This is an optimization exercise on Yosys and OpenROAD, whose aim is small area, not a production implementation. In this exercise RTL edits were held to simulation tests only and were not proved equivalent to the original. Power figures rest on the tool's default switching activity, not on a simulated workload.

// SPI_top
module SPI_top(
    input wire i_clk,
    input wire i_rst,
    output wire o_mosi,
    output wire o_cs,
    output wire o_dc,
    output wire o_rst
);
export LEC_CHECK = 0
export CAP_MARGIN = 20
export CORE_MARGIN = 2
export CORE_UTILIZATION = 40
export GPL_TIMING_DRIVEN = 0
export SLEW_MARGIN = 20
create_clock -name core_clock -period 10.0 [get_ports {i_clk}]
standard.sh (not shown) runs the stock make flow with config.mk's settings and CLKGATE_MAP_FILE= SYNTH_SCRIPT=/design/flow/synth_recipe.tcl, a recipe that flattens the netlist after the stock synthesis.
==> flow/flow/run.sh <==
#!/bin/bash
# Own layout flow: the standard ORFS layout (standard.sh), with changes
# that only affect cell area:
#  - synthesis maps the logic with an area-oriented ABC script (area.abc.in:
#    deep logic synthesis, then area-recovering mapping) instead of ORFS's
#    speed script, and adders are left to ABC as plain logic instead of being
#    mapped to the library's half/full adder cells first (ADDER_MAP_FILE
#    empty), so ABC optimises them with the logic around them. Synthesis runs
#    NSEED times with different random seeds, in parallel, and the layout
#    continues from the smallest netlist. Registers,
#    their names and cell types are the standard synthesis's: ABC only remaps
#    the combinational logic after dfflibmap;
#  - port buffers use the smallest buffer cell (every port still gets one);
#  - CTS builds its usual H-tree from clkbuf_8 cells and adds no dummy loads.
# Each tool's output goes to a log file in the work folder: synth_N.log for
# each synthesis run, flow_make.log for the rest of the layout.
set -euo pipefail
WORK=$(pwd)
NSEED=${NSEED:-4}
ABC_TIME=${ABC_TIME:-900}
export BUFFER_PORTS_ARGS="-buffer_cell sky130_fd_sc_hd__buf_1"
export CTS_ARGS="-sink_clustering_enable -repair_clock_nets -buf_list sky130_fd_sc_hd__clkbuf_8 -dont_use_dummy_load"

grep -q "WORK_HOME=$WORK/orfs " standard.sh
grep -q "$WORK/synth_recipe.tcl" standard.sh
grep -q " CLKGATE_MAP_FILE= " standard.sh
sed -e "s# CLKGATE_MAP_FILE= # CLKGATE_MAP_FILE= ADDER_MAP_FILE= #" standard.sh > standard_area.sh
grep -q " ADDER_MAP_FILE= " standard_area.sh
for s in $(seq 1 "$NSEED"); do
  sed -e "s/@SEED@/$s/" -e "s/@TIME@/$ABC_TIME/" flow/area.abc.in > "area_$s.abc"
  # The standard flow's synthesis script, with yosys's abc command redirected to area_$s.abc
  {
    head -n 1 synth_recipe.tcl
    cat <<TCL
proc abc {args} {
  set i [lsearch -exact \$args -script]
  if {\$i >= 0} { lset args [expr {\$i + 1}] {$WORK/area_$s.abc} }
  yosys abc {*}\$args
}
TCL
    tail -n +2 synth_recipe.tcl
  } > "area_synth_$s.tcl"
  sed -e "s#$WORK/synth_recipe.tcl#$WORK/area_synth_$s.tcl#" \
      -e "s#WORK_HOME=$WORK/orfs #WORK_HOME=$WORK/orfs_$s #" standard_area.sh > "standard_$s.sh"
  bash "standard_$s.sh" synth > "synth_$s.log" 2>&1 &
done
wait

best=""; best_area=""
for s in $(seq 1 "$NSEED"); do
  stat="orfs_$s/reports/$FLOW_PLATFORM/SPI_top/base/synth_stat.txt"
  [[ -f $stat ]] || continue
  a=$(grep "Chip area" "$stat" | tail -n 1 | awk '{print $NF}')
  echo "synthesis seed $s: area $a" >> synth_pick.log
  if [[ -z $best ]] || awk -v a="$a" -v b="$best_area" 'BEGIN { exit !(a < b) }'; then
    best=$s; best_area=$a
  fi
done
[[ -n $best ]]
echo "picked seed $best" >> synth_pick.log
rm -rf orfs
mv "orfs_$best" orfs
for s in $(seq 1 "$NSEED"); do rm -rf "orfs_$s"; done

# the rest of the layout, from the picked synthesis
sed -e "s#$WORK/synth_recipe.tcl#$WORK/area_synth_$best.tcl#" standard_area.sh > area_standard.sh
bash area_standard.sh > flow_make.log 2>&1
test -f out/final.def
Other scripts of this flow, unchanged in this note and not shown: flow/flow/area.abc.in
==> next run, changes <==
--- a/flow/design.v
+++ b/flow/design.v
@@ -164,77 +164,71 @@
             else           r_err[6:0] <= {w_ebit, r_err[6:1]};
         end
     end
     always @(posedge i_clk or posedge w_rst) begin
         if (w_rst) begin
             r_cs   <= 1'b1;
             r_dc   <= 1'b0;
             r_t    <= 5'd0;
             r_seg  <= 5'd0;
             r_step <= 4'd0;
             r_new  <= 1'b0;
-            r_bc   <= 4'd0;
-            r_a    <= 9'd0;
         end else begin
             if (!r_cs) begin
                 if (w_xend) begin
                     r_cs <= 1'b1;
                     r_t  <= 5'd0;
                     if (w_init) begin
                         if (r_step == 14) begin
                             r_seg  <= 5'd1;
                             r_step <= 4'd0;
                             r_new  <= 1'b1;
                         end else begin
                             r_step <= r_step + 1'b1;
                         end
                     end else if (r_step != 11) begin
                         r_step <= r_step + 1'b1;
                     end else begin
-                        r_bc <= w_last ? 4'd0 : r_bc + 1'b1;
-                        if (r_bc == 15) r_a <= r_a + 1'b1;    
                         if (w_last) begin
                             r_step <= 4'd0;
                             if (w_segend) begin
                                 r_seg <= r_seg + 1'b1;
                                 r_new <= 1'b1;
                             end
                         end
                     end
                 end else begin
                     r_t <= r_t + 1'b1;
                 end
             end else begin
                 if (w_delay) begin
-                    if (w_tick) begin
-                        r_a  <= 9'd0;
-                        r_bc <= 4'd0;
+                    if (w_tick)
                         r_t  <= r_t + 1'b1;
-                    end else begin
-                        r_bc <= r_bc + 1'b1;
-                        if (r_bc == 15) r_a <= r_a + 1'b1;
-                    end
                 end else if (!w_done && r_t == r_gap - 1) begin
                     r_cs  <= 1'b0;
                     r_t   <= 5'd0;
                     r_new <= 1'b0;
                 end else begin
                     r_t <= r_t + 1'b1;
                 end
                 if (r_t == 11 && w_next_data && !w_done) r_dc <= 1'b1;
                 if (r_t == r_fall - 1 && !w_next_data) r_dc <= 1'b0;
-                if (w_load && (r_new || w_clear)) r_a <= {1'b0, s_as};
             end
         end
     end
+    wire w_bbyte = !r_cs && w_xend && !w_init && r_step == 11;    
+    wire w_dcnt  = w_delay && !w_tick;
+    wire w_clr   = (w_delay && w_tick) || (!r_cs && w_init && r_step == 0);
+    wire w_bcinc = (w_bbyte && !w_last) || w_dcnt;
+    wire w_ainc  = (w_bbyte || w_dcnt) && r_bc == 4'd15;    
+    wire w_aload = w_load && (r_new || w_clear);
     always @(posedge i_clk) begin
-        if (!r_cs) begin
-            if (w_xend && !w_init && r_step == 7 && w_clear)
-                r_b <= r_b + 9'd8;
-        end else begin
-            if (r_t == 0 && r_step == 0 && !r_new && w_line && r_err[7])
-                r_b <= r_b + 1'b1;
-            if (w_load && r_new)
-                r_b <= {s_dec, s_bs ^ {8{s_dec}}};
-        end
-    end
+        r_bc <= (w_clr || (w_bbyte && w_last)) ? 4'd0 : r_bc + {3'd0, w_bcinc};
+        r_a  <= w_clr ? 9'd0 : w_aload ? {1'b0, s_as} : r_a + {8'd0, w_ainc};
+    end
+    wire w_b8  = !r_cs && w_xend && !w_init && r_step == 7 && w_clear;
+    wire w_b1  = r_cs && r_t == 0 && r_step == 0 && !r_new && w_line && r_err[7];
+    wire w_bld = w_load && r_new;
+    wire [8:0] w_bnext = r_b + {5'd0, w_b8, 2'd0, w_b1};
+    always @(posedge i_clk)
+        r_b <= w_bld ? {s_dec, s_bs ^ {8{s_dec}}} : w_bnext;
 endmodule
After rerunning:
- clock-buffer cell count stays the same
- clock power stays flat
- die area goes down by 4.1%
- synthesized cell count goes down by 0.66%
- worst setup slack gains 0.62 ns
- sequential power goes down by about 3%
- wire length goes down by 1.7%
- core utilization barely changes
- global-route usage goes up by 2.2 points
- worst hold slack loses 0.0069 ns
- sequential share of layout area goes down by 2.5 points
- non-clock buffer count goes down by 2
- power goes down by 2.6%

==> afterwards: timing with drivers on the ports <==
The results above use ideal ports. As a check the final layouts listed here were re-extracted and re-timed, cells and wires unchanged.
Step 1, drivers: a clkbuf_16 drives i_clk and a buf_2 each remaining input, both assumed.
Step 2 times the ports against the registers' clock, not the clock port: input delays grow and output delays shrink by t, the midpoint of the rising clock arrivals with the driver on.
a / b / c = no drivers / after step 1 / after step 2; a / b = the first two.
run | t, ns | slack for setup (ns) | pins driven straight from the clock port
the first run | 0.334 | 2.938 / 2.905 / 3.239 | 1
the second run | 0.332 | 3.560 / 3.560 / 3.560 | 1
After both steps setup and hold are still met in every run listed.
